Background: an optimization exercise with open tools, aiming at small area. Do not read the settings as production practice. Only simulation tests tie the RTL to the original design; equivalence was not proved. Power and IR drop assume default switching activity.

==> flow/design.v <==
`timescale 1ns / 1ps
module ALU_microprocessor (
  input      [ 5:0]   alu_ctrl  ,
  input      [31:0]   in_1      ,
  input      [31:0]   in_2      ,
  input               alu_clk   ,
  output reg [31:0]   alu_rslt  ,
  output     [ 4:0]   alu_checks             
);
reg             N;                           
reg             Z;                           
reg             C;                           
reg             V;                           
reg             P;                           
always @(posedge alu_clk) begin
  case(alu_ctrl)
    5'd0 :  begin   
      {C,alu_rslt} = in_1 + in_2;            
      Z            = (alu_rslt==32'b0);
      N            = alu_rslt[31];
      V            = in_1[31]&&(in_2[31])&&(!alu_rslt[31]) || (!in_1[31])&&(!in_2[31])&&alu_rslt[31];
      P            = ^alu_rslt;
    end
    5'd1 :  begin   
      {C,alu_rslt} = in_1 + (-in_2);         
      C            = !C;
      Z            = (alu_rslt==32'b0);
      N            = alu_rslt[31];
      V            = in_1[31]&&(!in_2[31])&&(!alu_rslt[31]) || (!in_1[31])&&(in_2[31])&&alu_rslt[31];
      P            = ^alu_rslt;
    end
    5'd2 :  begin
      alu_rslt = in_1;                       
      Z        = (alu_rslt==32'b0);
      N        = alu_rslt[31];
      V        = 0;    
      C        = 0;
      P        = ^alu_rslt;
    end
     5'd3 :  begin
      alu_rslt = in_2;                       
      Z        = (alu_rslt==32'b0);
      N        = alu_rslt[31];
      V        = 0;    
      C        = 0;
      P        = ^alu_rslt;
    end
     5'd4 :  begin
      {C,alu_rslt} = in_1 + 1;               
      Z        = (alu_rslt==32'b0);
      N        = alu_rslt[31];
      V        = 0;
      P        = ^alu_rslt;    
    end
    5'd5 :  begin
      {C,alu_rslt} = in_2 + 1;               
      Z        = (alu_rslt==32'b0);
      N        = alu_rslt[31];
      V        = 0;   
      P        = ^alu_rslt; 
    end
    5'd6 :  begin
      alu_rslt = in_1 - 1;                   
      Z        = (alu_rslt==32'b0);
      N        = alu_rslt[31];
      V        = 0;    
      C        = alu_rslt[31];
      P        = ^alu_rslt;
    end
    5'd7 :  begin
      alu_rslt = in_2 - 1;                   
      Z        = (alu_rslt==32'b0);
      N        = alu_rslt[31];
      V        = 0;    
      C        = alu_rslt[31];
      P        = ^alu_rslt;
    end
    5'd8 :  begin   
      alu_rslt = in_1 & in_2;                
      Z        = (alu_rslt==32'b0);
      N        = alu_rslt[31];
      C        = 0;                          
      V        = 0;                          
      P        = ^alu_rslt;
    end
    5'd9 :  begin  
      alu_rslt = in_1 | in_2;                
      Z        = (alu_rslt==32'b0);
      N        = alu_rslt[31];
      V        = 0;                          
      C        = 0;                          
      P        = ^alu_rslt;
    end
    5'd10:  begin  
      alu_rslt = ~(in_1 & in_2);             
      Z        = (alu_rslt==32'b0);
      N        = alu_rslt[31];
      V        = 0;                          
      C        = 0;                          
      P        = ^alu_rslt;
    end
    5'd11:  begin  
      alu_rslt = ~(in_1 | in_2);             
      Z        = (alu_rslt==32'b0);
      N        = alu_rslt[31];
      V        = 0;                          
      C        = 0;                          
      P        = ^alu_rslt;
    end
    5'd12:  begin  
      alu_rslt = ~(in_1 ^ in_2);             
      Z        = (alu_rslt==32'b0);
      N        = alu_rslt[31];
      V        = 0;                          
      C        = 0;                          
      P        = ^alu_rslt;
    end
    5'd13:  begin  
      alu_rslt = in_1 ^ in_2;                
      Z        = (alu_rslt==32'b0);
      N        = alu_rslt[31];
      V        = 0;                          
      C        = 0;                          
      P        = ^alu_rslt;
    end
    5'd14:  begin  
      alu_rslt = ~in_1;                      
      Z        = (alu_rslt==32'b0);
      N        = alu_rslt[31];
      V        = 0;                          
      C        = 0;                          
      P        = ^alu_rslt;
    end
    5'd15:  begin  
      alu_rslt = ~in_2;                      
      Z        = (alu_rslt==32'b0);
      N        = alu_rslt[31];
      V        = 0;                          
      C        = 0;                          
      P        = ^alu_rslt;
    end
    5'd16:  begin
      alu_rslt = in_1 << 1;                  
      Z        = (alu_rslt==32'b0);
      N        = alu_rslt[31];
      V        = 0;                          
      C        = alu_rslt[31];
      P        = ^alu_rslt;
    end
    5'd17:  begin
      alu_rslt = in_2 << 1;                  
      Z        = (alu_rslt==32'b0);
      N        = alu_rslt[31];
      V        = 0;                          
      C        = alu_rslt[31];
      P        = ^alu_rslt;
    end
    5'd18:  begin
      alu_rslt = in_1 >> 1;                  
      Z        = (alu_rslt==32'b0);
      N        = alu_rslt[31];
      V        = 0;                          
      C        = alu_rslt[0];
      P        = ^alu_rslt;
    end
    5'd19:  begin
      alu_rslt = in_1 >> 1;                  
      Z        = (alu_rslt==32'b0);
      N        = alu_rslt[31];
      V        = 0;                          
      C        = alu_rslt[0];
      P        = ^alu_rslt;
    end
    5'd20:  begin
      alu_rslt = {in_1[30:0], in_1[31]};     
      Z        = (alu_rslt==32'b0);
      N        = 0;                          
      V        = 0;                          
      C        = 0;                          
      P        = ^alu_rslt;
    end
    5'd21:  begin
      alu_rslt = {in_2[30:0], in_2[31]};     
      Z        = (alu_rslt==32'b0);
      N        = 0;                          
      V        = 0;                          
      C        = 0;                          
      P        = ^alu_rslt;
    end
    5'd22:  begin
      alu_rslt = {in_1[0], in_1[31:1]};      
      Z        = (alu_rslt==32'b0);
      N        = 0;                          
      V        = 0;                          
      C        = 0;                          
      P        = ^alu_rslt;
    end
    5'd23:  begin
      alu_rslt = {in_2[0], in_2[31:1]};      
      Z        = (alu_rslt==32'b0);
      N        = 0;                          
      V        = 0;                          
      C        = 0;                          
      P        = ^alu_rslt;
    end
    default:  begin                          
      alu_rslt = 0; 
      {P,N,Z,C,V}= 5'b00100;                    
    end
  endcase  
end  
assign alu_checks = {P,V,Z,C,N};               
endmodule  
==> flow/run.sh <==
#!/bin/bash
# synth_recipe.tcl (not shown) runs the flow's synth.tcl, then flattens the netlist and writes it again
# the make line also repeats each setting of config.mk as NAME=value (left out here)
make -C /OpenROAD-flow-scripts/flow DESIGN_CONFIG=/design/flow/config.mk WORK_HOME=/design/flow/orfs CLKGATE_MAP_FILE= SYNTH_SCRIPT=/design/flow/synth_recipe.tcl finish
==> flow/config.mk <==
export PLATFORM = sky130hd
export DESIGN_NAME = ALU_microprocessor
export DESIGN_NICKNAME = ALU_microprocessor
export VERILOG_FILES = /design/flow/design.v
export SDC_FILE = /design/flow/constraint.sdc
export NUM_CORES = 4
export LEC_CHECK = 0
export CAP_MARGIN = 20
export CORE_MARGIN = 2
export CORE_UTILIZATION = 40
export SLEW_MARGIN = 20
==> flow/constraint.sdc <==
create_clock -name core_clock -period 7.0 [get_ports {alu_clk}]
set_input_delay 1.4000 -clock core_clock [delete_from_list [all_inputs] [get_ports {alu_clk}]]
set_output_delay 1.4000 -clock core_clock [all_outputs]
set_load 0.01 [all_outputs]
==> run_results.csv <==
group,metric,value,unit
critical_path,worst_ep_arrival_time,6900,ps
global_route,grt_max_degree,34,
yosys,synth_cells,2342,
yosys,mappedNetlistArea,0.0181,mm²
final_layout,drive_above_1_share,8.74,%
sta,hold_ws,1730,ps
die,floorplan.die.height,216,µm
worst_hold_path,hp-class,"primary input to register",
critical_path,critPathCapture,"P$_DFF_P_",
die,die_area,0.0469,mm²
yosys,synth.avg_cell_area,7.71,µm²
yosys,synth-seq-area-share,4.10,%
outcome,outcome,"complete, no violations",
final_layout,postLayoutCoreUtil,46.7,%
final_layout,multi_input_area,0.0161,mm²
final_layout,final_area,0.0208,mm²
pwr,p_per_area,161,mW/mm²
yosys,synth-edff-count,0,
die,i_o_pins,108,
final_layout,filler_cell_count,4533,
clock_network,h-tree-depth,2,
sta,hold_violations,0,
clock_network,cts_root_buf,"sky130_fd_sc_hd__clkbuf_16",
global_route,gr-max-usage-layer,"met2",
yosys,post-synth-top-area-cell,"sky130_fd_sc_hd__ha_1",
yosys,async_reset_ff_share,0,%
yosys,synthMostInstantiatedCell,"sky130_fd_sc_hd__ha_1",
clock_network,cts_buffer_depth,2,
sta,worst_pin_slew,1180,ps
final_layout,seqCellArea,741,µm²
sta,final-max-slew-violation-count,0,
sta,clock.fmax,0.149,GHz
final_layout,area_growth,14.9,%
drt,vias,20302,
clock_network,cts-buffers-inserted,5,
yosys,yosys_register_bits,37,
global_route,global_route.overflow_total,0,
sta,finalWorstPathRequiredPeriod,6700,ps
critical_path,crit_path_end_kind,"register",
clock_network,cts-hold-fix-buffers,0,
die,die_width,216,µm
global_route,grt_pass1_wl,146000,µm
sta,grt_setup_unrepaired,"false",
drt,drt_wl_total,106000,µm
clock_network,cts.sinks,37,
sta,setup_viol,0,
die,initial_core_util,40.7,%
place,gp_routability_congestion,1.04,
global_route,track_usage,44.0,%
yosys,yosysUniqueCellTypes,95,
global_route,met2_usage,65.2,%
die,placementRows,77,
sta,relSlewSlack,21.1,%
flow_run,timing.max_cap.violations,0,
yosys,yosys_warnings,1,
yosys,synth_flop_cell,"sky130_fd_sc_hd__dfxtp_1",
drt,final_antenna_net_count,0,
global_route,groute.layer.met1.usage,57.1,%
drt,viasPerCell,6.57,
place,total_placed_instance_area,0.0206,mm²
clock_network,tritoncts,"built",
clock_network,clock_pin_transition_on_the_worst_setup_and_hold_timing_paths,80,ps
sta,totalNegativeSetupSlack,0,ps
pwr,leakagePower,8.73,nW
place,post-dp-hpwl,88700,µm
sta,finalCritPeriodShare,95.8,%
global_route,met3_grt_util,14.0,%
drt,firstDrtPassIters,10,
global_route,number_of_global_route_vias_before_repair,19267,
yosys,post_synth_top_area_share,30.3,%
critical_path,cp_startpoint,"in_2[1]",
yosys,synth.top_cells.by_area,"sky130_fd_sc_hd__ha_1 (30%), sky130_fd_sc_hd__xnor2_1 (18%), sky130_fd_sc_hd__dfxtp_1 (4.1%)",
clock_network,cts_post_setup_buffers_inserted,0,
yosys,net_count_after_synthesis,2852,
yosys,synth_commonest_cells,"sky130_fd_sc_hd__ha_1 (437), sky130_fd_sc_hd__xnor2_1 (379), sky130_fd_sc_hd__inv_1 (175), sky130_fd_sc_hd__nand2_1 (170), sky130_fd_sc_hd__nor2_1 (133)",
die,standard_cell_core_area,0.0444,mm²
critical_path,required,7190,ps
clock_network,cts-resized-gates,0,
final_layout,layout.nets,3004,
place,port_buffers,107,
global_route,number_of_antenna_violations_at_the_first_check_in_global_routing,6,
drt,detailedRoute.firstIterationViolations,3062,
critical_path,cp_max_fo,8,
critical_path,setup.worst_path.start_class,"primary input",
drt,post-route-drc-count,0,
drt,detail_route.wl_per_cell,34.4,µm
pwr,peakVddDrop,0.000141,V
critical_path,timing.setup.critical_path_class,"primary input to register",
==> kinds of logic (layout without fill, tap and decap cells) <==
| logic type | count (synthesis) | in the layout | synth area share (%) |
|---|---|---|---|
| AO/OA/AOI/OAI | 522 | 522 | 20.7 |
| other | 0 | 1 | 0 |
| multiplexers | 28 | 28 | 1.55 |
| AND/OR/NAND/NOR | 598 | 598 | 16.3 |
| XOR/XNOR | 409 | 409 | 20.0 |
| adder cells (fa/ha/maj) | 439 | 439 | 30.5 |
| buffers and inverters | 309 | 462 | 6.87 |
| flip-flops | 37 | 37 | 4.10 |
==> layout make-up <==
cell class / instances / share of cell area, %
timing repair buffer: 268 / 10.9
clock inverter: 2 / 0.0663
tap: 592 / 3.57
inverter: 186 / 3.36
sequential: 37 / 3.57
multi-input combinational: 1996 / 77.8
clock buffer: 6 / 0.669
antenna: 1 / 0.0121
==> report_power, final <==
part | internal [mW] | total [mW] | switching [mW]
Combinational | 1.14 | 2.81 | 1.68
Sequential | 0.238 | 0.246 | 0.00856
Clock | 0.143 | 0.275 | 0.131
==> how the worst min path moves through the flow <==
stage	from	depth (start not counted)	endpoint
floorplan	in_1[1]	2	alu_rslt[1]$_DFF_P_
global placement	alu_ctrl[1]	4	alu_rslt[1]$_DFF_P_
detailed placement	alu_ctrl[1]	4	alu_rslt[1]$_DFF_P_
CTS	alu_ctrl[1]	4	alu_rslt[1]$_DFF_P_
global route	alu_ctrl[1]	4	alu_rslt[1]$_DFF_P_
finish	alu_ctrl[1]	4	alu_rslt[1]$_DFF_P_
==> worst max-delay path: stages <==
cell and delay (ps):
sky130_fd_sc_hd__clkdlybuf4s50_1 650, sky130_fd_sc_hd__buf_4 200, sky130_fd_sc_hd__inv_1 200, sky130_fd_sc_hd__ha_1 560, sky130_fd_sc_hd__a211o_1 180, sky130_fd_sc_hd__o211ai_1 110, sky130_fd_sc_hd__o31ai_1 620, sky130_fd_sc_hd__o211ai_1 230
sky130_fd_sc_hd__a21oi_1 320, sky130_fd_sc_hd__nor2b_1 120, sky130_fd_sc_hd__o21ai_0 260, sky130_fd_sc_hd__xnor2_1 200, sky130_fd_sc_hd__ha_1 280, sky130_fd_sc_hd__xnor2_1 200, sky130_fd_sc_hd__xnor2_1 160, sky130_fd_sc_hd__xnor2_1 160
sky130_fd_sc_hd__xnor2_1 140, sky130_fd_sc_hd__a32oi_1 210, sky130_fd_sc_hd__o21ai_0 130, sky130_fd_sc_hd__nor4_1 400, sky130_fd_sc_hd__o211ai_2 160
==> cells in the final DEF (no fill, tap or decap), types with 21 or more instances in the layout <==
cell type	n
sky130_fd_sc_hd__nand3_1	59
sky130_fd_sc_hd__dfxtp_1	37
sky130_fd_sc_hd__o21ai_0	103
sky130_fd_sc_hd__a211oi_1	21
sky130_fd_sc_hd__mux2i_1	28
sky130_fd_sc_hd__o221ai_1	38
sky130_fd_sc_hd__nor4_1	27
sky130_fd_sc_hd__buf_4	161
sky130_fd_sc_hd__nand2_1	170
sky130_fd_sc_hd__nor3_1	45
sky130_fd_sc_hd__nor2_1	130
sky130_fd_sc_hd__clkdlybuf4s50_1	105
sky130_fd_sc_hd__inv_1	175
sky130_fd_sc_hd__a222oi_1	23
sky130_fd_sc_hd__a221oi_1	26
sky130_fd_sc_hd__xnor2_1	379
sky130_fd_sc_hd__a21oi_1	103
sky130_fd_sc_hd__a22oi_1	22
sky130_fd_sc_hd__ha_1	437
sky130_fd_sc_hd__nand4_1	75
sky130_fd_sc_hd__o22ai_1	43
sky130_fd_sc_hd__and3_1	22
sky130_fd_sc_hd__xor2_1	27
==> through the flow <==
stage / total power [mW] / setup WS (ps) / cells
detailed placement: 2.94 / 207 / 3079
floorplan: 1.95 / 1280 / 2342
finish: 3.34 / 295 / 3088
global route: 3.43 / 208 / 3087
global placement: 2.94 / 401 / 3079
CTS: 3.23 / 524 / 3087
==> sequential cells by signal, summed over array words and instances (netlist names) <==
signal / cells
N: 1
V: 1
Z: 1
C: 1
alu_rslt: 32
P: 1
==> metal layers <==
layer,routed length (µm),part of all wire (%),vias up
li1,-,-,8737
met1,42000,40,9788
met2,43600,41,1509
met3,14200,13,264
met4,6360,6.0,4
met5,22,0.021,-

[re-timing with driven ports]
No port has a modelled driver above. Below, the same layout with a new extraction and two added sets of constraints.
Step 1: set_driving_cell puts a clkbuf_16 on alu_clk and a buf_2 on each other input, an assumption about the parent block.
Step 2 also shifts input and output timing later by t, the mid clock arrival at the registers, as if the neighbouring blocks saw the same clock.
a / b / c = no drivers / after step 1 / after step 2; a / b = the first two.
shift t [ns]: 0.378
setup WS [ns]: 0.295 / 0.332 / -0.045
slew at the worst register clock pin (ns): 0.08 / 0.08
Met with ideal ports but missed after step 2: setup timing in this run. For this run, drivers alone change the setup slack by +0.037 ns; drivers and shift together by -0.340 ns.
